What follows belongs to an exercise in optimizing a design on an open flow for small area, a short achievable clock period and few clock cycles; a production flow would make more cautious choices. At most, simulation tests tie the RTL to the original design; equivalence was not proved.

==> ember: inputs <==
// projeto
module projeto(
    input ck,
    input inicio,
    input rst,
    input [15:0] X,
    input [15:0] A,
    input [15:0] B,
    input [15:0] C,
    output pronto,
    output overflow,
    output [15:0] resultado
);
    reg busy, pr, ov;
    reg [15:0] qa, qb;
    reg [1:0] ql;
    wire [16:0] v = ~(qa + qb + 17'd1);
    wire vo = ov | (|ql) | v[16];
    wire [15:0] m;       
    wire [15:0] kn = ~(busy ? C : B);
    wire [15:0] ra, rb;
    wire [14:0] cn;
    mac u(.a(A), .v(v[15:0]), .sel(busy), .m(m), .x(X), .kn(kn), .ra(ra), .rb(rb), .cn(cn));
    reg hi;
    integer i;
    always @(*) begin
        hi = 1'b0;
        for (i = 1; i < 16; i = i + 1)
            hi = hi | (m[i] & (|(X >> (16 - i))));
    end
    wire po = hi | ~&cn[11:0];
    wire [1:0] pl = {~(cn[12] & cn[13]), ~cn[14]};
    always @(posedge ck) begin
        qa <= ra;
        qb <= rb;
        ql <= pl;
        ov <= po | (busy & vo);
        if (rst) begin
            busy <= 1'b0;
            pr   <= 1'b0;
        end else begin
            busy <= ~busy & inicio;
            pr   <= busy;
        end
    end
    assign pronto = pr;
    assign resultado = v[15:0];
    assign overflow = vo;
endmodule
export LEC_CHECK = 0
export CAP_MARGIN = 20
export CORE_MARGIN = 2
export CORE_UTILIZATION = 60
export CTS_BUF_LIST = sky130_fd_sc_hd__clkbuf_4 sky130_fd_sc_hd__clkbuf_8
export SETUP_SLACK_MARGIN = 4.0
export SLEW_MARGIN = 20
create_clock -name core_clock -period 9.5 [get_ports {ck}]
standard.sh (not shown) runs the stock make flow with config.mk's settings and CLKGATE_MAP_FILE= SYNTH_SCRIPT=/design/flow/synth_recipe.tcl, a recipe that flattens the netlist after the stock synthesis.
==> flow/flow/run.sh <==
#!/bin/bash
# The standard layout (standard.sh) with these changes:
#  - the multiply-add tree, module mac, is laid out from flow/mac_cells.v, the
#    same circuit as mac in rtl/ula.v built from cells by hand (both are
#    generated by gen/mkhand.py), so that its partial products are single
#    NAND gates feeding full-adder cells of inverted polarity;
#  - synthesis skips Yosys's early "abc -fast" (SYNTH_ARGS=-noabc);
#  - port buffers use the smallest buffer, but for the X ports (buf_4).
# Registers and their names are those of the standard synthesis.
set -euo pipefail
export SYNTH_ARGS="-noabc"
export BUFFER_PORTS_ARGS="-buffer_cell sky130_fd_sc_hd__buf_1"
# ... except the X ports, whose buffers drive many gates (flow/xbuf.tcl)
export POST_GLOBAL_PLACE_TCL="$PWD/flow/xbuf.tcl"
# design.v with module mac replaced by the cell-level one
awk '/^module mac\(/ {skip = 1} !skip {print} skip && /^endmodule/ {skip = 0}' design.v > design_cells.v
grep -q '^module mac(' design_cells.v && { echo "module mac still in design_cells.v"; exit 1; }
cat flow/mac_cells.v >> design_cells.v
sed "s#CLKGATE_MAP_FILE= #CLKGATE_MAP_FILE= VERILOG_FILES=$PWD/design_cells.v #" standard.sh > standard_cells.sh
grep -q "VERILOG_FILES=$PWD/design_cells.v" standard_cells.sh
bash standard_cells.sh > standard.log 2>&1
Other scripts of this flow, unchanged in this note and not shown: flow/flow/mac_cells.v, flow/flow/xbuf.tcl
==> maple (differences from ember) <==
- CORE_UTILIZATION: 60 -> 75
==> comparison table <==
Fraction of area in multi-input gates: ember 77.0%; maple 78.0%
R2R Setup Slk: ember 4.22 ns; maple 4.08 ns
Post-route clock period utilization: ember 56.7%; maple 57.2%
Half-perimeter wire length of the detailed placement result: ember 9520 µm; maple 9680 µm
Worst Hold Margin: ember 0.636 ns; maple 0.641 ns
Initial core utilization: ember 62.7%; maple 77.7%
Worst slew pin tran: ember 1.06 ns; maple 1.05 ns
Number of nets in the layout: ember 693; maple 689
Outcome: ember complete, no violations; maple complete, no violations
Die extent in y: ember 91.6 µm; maple 82.3 µm
Maximum fanout count along the critical path: ember 15; maple 12
Resized cells post-CTS: ember 2; maple 3
Setup slack of the critical path after layout: ember 4.12 ns; maple 4.07 ns
Global-route track usage on met2: ember 47.9%; maple 63.9%
Buffer share of cell area: ember 8.32%; maple 7.82%
Share of layout cells above drive strength 1: ember 9.94%; maple 9.22%
Final design instance area without fill: ember 0.00505 mm²; maple 0.00499 mm²
Length of routed met2 wiring: ember 5900 µm; maple 6340 µm
Clock buffers and inverters, area share: ember 1.41%; maple 1.43%
Placed instance count: ember 592; maple 568
Clk_skew: ember 0.00604 ns; maple 0.00382 ns
Cell Rows: ember 31; maple 28
Arrival time worst endpoint: ember 5.55 ns; maple 5.60 ns
Vias: ember 3553; maple 3761
Testbench counts of ember, summed over its fixed seeds: cycles 4,800.
Testbench counts of maple, summed over its fixed seeds: cycles 4,800.


==> trial 75 <==
Another version of the RTL of projeto (not shown whole).
==> flow/design.v (excerpt) <==
module projeto(
    input ck,
    input inicio,
    input rst,
    input [15:0] X,
    input [15:0] A,
    input [15:0] B,
    input [15:0] C,
    output pronto,
    output overflow,
    output [15:0] resultado
);
    reg busy, pr, ov;
    reg [15:0] qa, qb;
    reg [1:0] ql;
    wire [16:0] v = ~(qa + qb + 17'd1);
    wire vo = ov | (|ql) | v[16];
    wire [15:0] m;       
    wire xz;             
    wire [15:0] ra, rb;
    wire [6:0] cn;
    mac u(.a(A), .v(v[15:0]), .sel(busy), .m(m), .x(X), .b(B), .c(C), .xz(xz), .ra(ra), .rb(rb), .cn(cn));
    reg hi;
    integer i;
    always @(*) begin
        hi = 1'b0;
        for (i = 1; i < 16; i = i + 1)
            hi = hi | (m[i] & (|(X >> (16 - i))));
    end
    wire po = hi | ~&cn[4:0];
    wire [1:0] pl = {~cn[5], ~cn[6]};
    always @(posedge ck) begin
        qa <= ra;
        qb <= rb;
        ql <= pl;
        ov <= po | (busy & vo);
        if (rst) begin
            busy <= 1'b0;
            pr   <= 1'b0;
        end else begin
            busy <= ~busy & inicio & ~xz;
            pr   <= busy | (~busy & inicio & xz);
        end
    end
    assign pronto = pr;
    assign resultado = v[15:0];
    assign overflow = vo;
endmodule
==> flow/config.mk <==
export PLATFORM = sky130hd
export DESIGN_NAME = projeto
export DESIGN_NICKNAME = projeto
export VERILOG_FILES = /design/flow/design.v
export SDC_FILE = /design/flow/constraint.sdc
export NUM_CORES = 4
export LEC_CHECK = 0
export CAP_MARGIN = 20
export CORE_MARGIN = 2
export CORE_UTILIZATION = 60
export CTS_BUF_LIST = sky130_fd_sc_hd__clkbuf_4 sky130_fd_sc_hd__clkbuf_8
export SETUP_SLACK_MARGIN = 4.2
export SLEW_MARGIN = 20
==> flow/constraint.sdc <==
create_clock -name core_clock -period 9.5 [get_ports {ck}]
set_input_delay 1.9000 -clock core_clock [delete_from_list [all_inputs] [get_ports {ck}]]
set_output_delay 1.9000 -clock core_clock [all_outputs]
set_load 0.01 [all_outputs]
Scripts as last shown in full above: flow/flow/run.sh
Other scripts of this flow, unchanged in this note and not shown: flow/flow/mac_cells.v, flow/flow/xbuf.tcl
==> inputs of trial 65, as changes to trial 75 <==
SETUP_SLACK_MARGIN = 3.8   (was 4.2)
==> results.txt <==
Pre-antenna DRT Iters: trial 75 7; trial 65 8
Fraction of final layout cells sized beyond drive strength 1: trial 75 0.164; trial 65 0.108
Data required time at the worst endpoint: trial 75 9.73 ns; trial 65 9.65 ns
Status: trial 75 timing/DRC/antenna clean; trial 65 timing/DRC/antenna clean
Overall via count from detail_route: trial 75 3833; trial 65 3729
Tightest Pin Transition: trial 75 1.01 ns; trial 65 0.943 ns
Filler Cell Count: trial 75 563; trial 65 620
Fin cells: trial 75 645; trial 65 630
Gates resized, CTS repair: trial 75 51; trial 65 0
Nets: trial 75 726; trial 65 711
Fin crit share: trial 75 0.587; trial 65 0.599
Testbench counts of trial 75, summed over its fixed seeds: cycles 4,523.
Testbench counts of trial 65, summed over its fixed seeds: cycles 4,523.


==> trial 5 <==
Another version of the RTL of projeto (not shown whole).
clock: 9.5 ns
lec_check: 0
cap_margin: 20
core_margin: 2
core_utilization: 40
setup_slack_margin: 3.8
slew_margin: 20
==> flow/flow/run.sh <==
#!/bin/bash
# Standard ORFS layout with two changes: Yosys's early "abc -fast" is skipped so the
# explicit adder tree in the RTL maps straight onto full-adder cells, and port buffers
# use the smallest buffer.
set -euo pipefail
export SYNTH_ARGS="-noabc"
export BUFFER_PORTS_ARGS="-buffer_cell sky130_fd_sc_hd__buf_1"
bash standard.sh > standard.log 2>&1
==> inputs of trial 74, as changes to trial 5 <==
Settings changed: CORE_UTILIZATION 40 to 60, CTS_BUF_LIST from default to sky130_fd_sc_hd__clkbuf_4, SETUP_SLACK_MARGIN 3.8 to 4.0.
==> inputs of trial 7, as changes to trial 5 <==
--- a/flow/design.v
+++ b/flow/design.v
@@ -1,15 +1,12 @@
 module mac(
     input [15:0] m,
     input [15:0] x,
     input [15:0] k,
-    output [15:0] ra,
-    output [15:0] rb,
-    output hi,
-    output po,
-    output [3:0] pl
+    output [15:0] s,
+    output o
 );
     wire pp_0_0 = m[0] & x[0];
     wire pp_0_1 = m[0] & x[1];
     wire pp_0_2 = m[0] & x[2];
     wire pp_0_3 = m[0] & x[3];
     wire pp_0_4 = m[0] & x[4];
@@ -381,17 +378,18 @@
     wire s235 = s229 ^ s231 ^ c204;
     wire c236 = (s229 & s231) | (s229 & c204) | (s231 & c204);
     wire s237 = c206 ^ s233 ^ s235;
     wire c238 = (c206 & s233) | (c206 & s235) | (s233 & s235);
     wire s239 = c208 ^ c210 ^ s237;
     wire c240 = (c208 & c210) | (c208 & s237) | (c210 & s237);
-    assign ra = {s239, s209, s181, s155, s131, s109, s89, s71, s55, s41, s29, s19, s11, s5, s1, k[0]};
-    assign rb = {1'b0, c182, 1'b0, c132, 1'b0, 1'b0, c72, 1'b0, 1'b0, c30, 1'b0, 1'b0, 1'b0, 1'b0, 1'b0, pp_0_0};
-    assign hi = (m[1] & (|x[15:15])) | (m[2] & (|x[15:14])) | (m[3] & (|x[15:13])) | (m[4] & (|x[15:12])) | (m[5] & (|x[15:11])) | (m[6] & (|x[15:10])) | (m[7] & (|x[15:9])) | (m[8] & (|x[15:8])) | (m[9] & (|x[15:7])) | (m[10] & (|x[15:6])) | (m[11] & (|x[15:5])) | (m[12] & (|x[15:4])) | (m[13] & (|x[15:3])) | (m[14] & (|x[15:2])) | (m[15] & (|x[15:1]));
-    assign po = c212 | c214 | c216 | c218 | c220 | c222 | c224 | c226 | c228;
-    assign pl = {c230 | c232, c234 | c236, c238, c240};
+    wire [15:0] ra = {s239, s209, s181, s155, s131, s109, s89, s71, s55, s41, s29, s19, s11, s5, s1, k[0]};
+    wire [15:0] rb = {1'b0, c182, 1'b0, c132, 1'b0, 1'b0, c72, 1'b0, 1'b0, c30, 1'b0, 1'b0, 1'b0, 1'b0, 1'b0, pp_0_0};
+    wire [16:0] sum = ra + rb;
+    assign s = sum[15:0];
+    wire hi = (m[1] & (|x[15:15])) | (m[2] & (|x[15:14])) | (m[3] & (|x[15:13])) | (m[4] & (|x[15:12])) | (m[5] & (|x[15:11])) | (m[6] & (|x[15:10])) | (m[7] & (|x[15:9])) | (m[8] & (|x[15:8])) | (m[9] & (|x[15:7])) | (m[10] & (|x[15:6])) | (m[11] & (|x[15:5])) | (m[12] & (|x[15:4])) | (m[13] & (|x[15:3])) | (m[14] & (|x[15:2])) | (m[15] & (|x[15:1]));
+    assign o = hi | sum[16] | c212 | c214 | c216 | c218 | c220 | c222 | c224 | c226 | c228 | c230 | c232 | c234 | c236 | c238 | c240;
 endmodule
 module projeto(
     input ck,
     input inicio,
     input rst,
     input [15:0] X,
@@ -399,35 +397,28 @@
     input [15:0] B,
     input [15:0] C,
     output pronto,
     output overflow,
     output [15:0] resultado
 );
-    reg busy, pr, ov, qh;
-    reg [15:0] qa, qb;
-    reg [3:0] ql;
-    wire [16:0] v = qa + qb;
-    wire vo = ov | qh | (|ql) | v[16];
-    wire [15:0] m = busy ? v[15:0] : A;
+    reg busy, pr, ov;
+    reg [15:0] r;
+    wire [15:0] m = busy ? r : A;
     wire [15:0] k = busy ? C : B;
-    wire [15:0] ra, rb;
-    wire [3:0] pl;
-    wire hi, po;
-    mac u(.m(m), .x(X), .k(k), .ra(ra), .rb(rb), .hi(hi), .po(po), .pl(pl));
+    wire [15:0] s;
+    wire o;
+    mac u(.m(m), .x(X), .k(k), .s(s), .o(o));
     always @(posedge ck) begin
-        qa <= ra;
-        qb <= rb;
-        qh <= hi;
-        ql <= pl;
-        ov <= po | (busy & vo);
+        r  <= s;
+        ov <= o | (busy & ov);
         if (rst) begin
             busy <= 1'b0;
             pr   <= 1'b0;
         end else begin
             busy <= ~busy & inicio;
             pr   <= busy;
         end
     end
     assign pronto = pr;
-    assign resultado = v[15:0];
-    assign overflow = vo;
+    assign resultado = r;
+    assign overflow = ov;
 endmodule
Settings changed: SETUP_SLACK_MARGIN 3.8 to 2.0.
==> results.txt <==
Global-route usage, highest first: trial 74, trial 5, trial 7. Hold slack: trial 5 < trial 74 < trial 7. Between trial 7 and trial 74, the lower first-iteration DRC count is in trial 7 (gap 37%, measured against trial 74). Between trial 7 and trial 74, the lower maximum frequency is in trial 7 (gap about 20%, measured against trial 74). Between trial 7 and trial 5, the lower count of clock-buffer cells in the layout is in trial 7 (gap 4). Of trial 5 and trial 7, trial 5 has the higher setup slack (gap 1300 ps).
==> figures <==
                                                           trial 74       trial 7       trial 5
Status                                     timing/DRC/antenna clean  timing/DRC/antenna clean  timing/DRC/antenna clean
Global Route met2 Usage                                       0.538         0.371         0.376
Share of cell area taken by muxes after synthesis            0.0579        0.0753        0.0579
#FFs+latches synth                                               29            19            29
Die area                                              0.00925 sq mm  0.0126 sq mm  0.0137 sq mm
Final-layout clock buffer total                                   6             3             7
Post-route minimum period                                   5470 ps       6910 ps       5610 ps
Pin count of the biggest net entering global routing             47            42            27
Worst Path Buf+Inv                                                3             1             3
Via count                                                      3862          3514          3753
Cell Rows                                                        33            39            41
Testbench counts of trial 5, summed over its fixed seeds: cycles 4,800.
Testbench counts of trial 74, summed over its fixed seeds: cycles 4,800.
The RTL of trial 7 was laid out without a check of its function.

==> re-timing with driven ports <==
In the flow no input, the clock included, has a driving cell. The finished layouts below were timed again as built, in two steps. Step 1 sets driving cells, clkbuf_16 on the clock port and buf_2 on the other inputs (assumed; they add their load-dependent delay and slew). Step 2 adds t to the input delays and takes it off the output delays; t is the mean of the earliest and latest rising clock arrival at the registers after step 1. Input paths then give back, and output paths get back, about the clock's delay inside the block. Three values: ideal ports, drivers, drivers and shift; two values: the first two.
run | shift t [ns] | setup WS [ns] | worst hold slack (ns) | worst setup path at the end | pins driven straight from the clock port
ember | 0.302 | 4.117 / 4.127 / 3.825 | 0.636 / 0.636 / 0.636 | input to register | 1
maple | 0.305 | 4.069 / 4.073 / 3.767 | 0.641 / 0.641 / 0.641 | input to register | 1
trial 75 | 0.307 | 3.928 / 3.911 / 3.604 | 0.757 / 0.757 / 0.757 | input to register | 1
trial 65 | 0.308 | 3.805 / 3.805 / 3.496 | 0.782 / 0.782 / 0.782 | input to register | 1
trial 5 | 0.314 | 3.887 / 3.901 / 3.587 | 0.566 / 0.566 / 0.566 | input to register | 1
trial 74 | 0.346 | 4.029 / 4.007 / 3.661 | 0.601 / 0.601 / 0.601 | input to register | 1
trial 7 | 0.279 | 2.588 / 2.599 / 2.320 | 0.688 / 0.688 / 0.688 | input to register | 1
After both steps every run listed still meets setup and hold. The setup slack of trial 74, which loses most, moves by -0.022 ns with the drivers and by -0.368 ns with both steps.
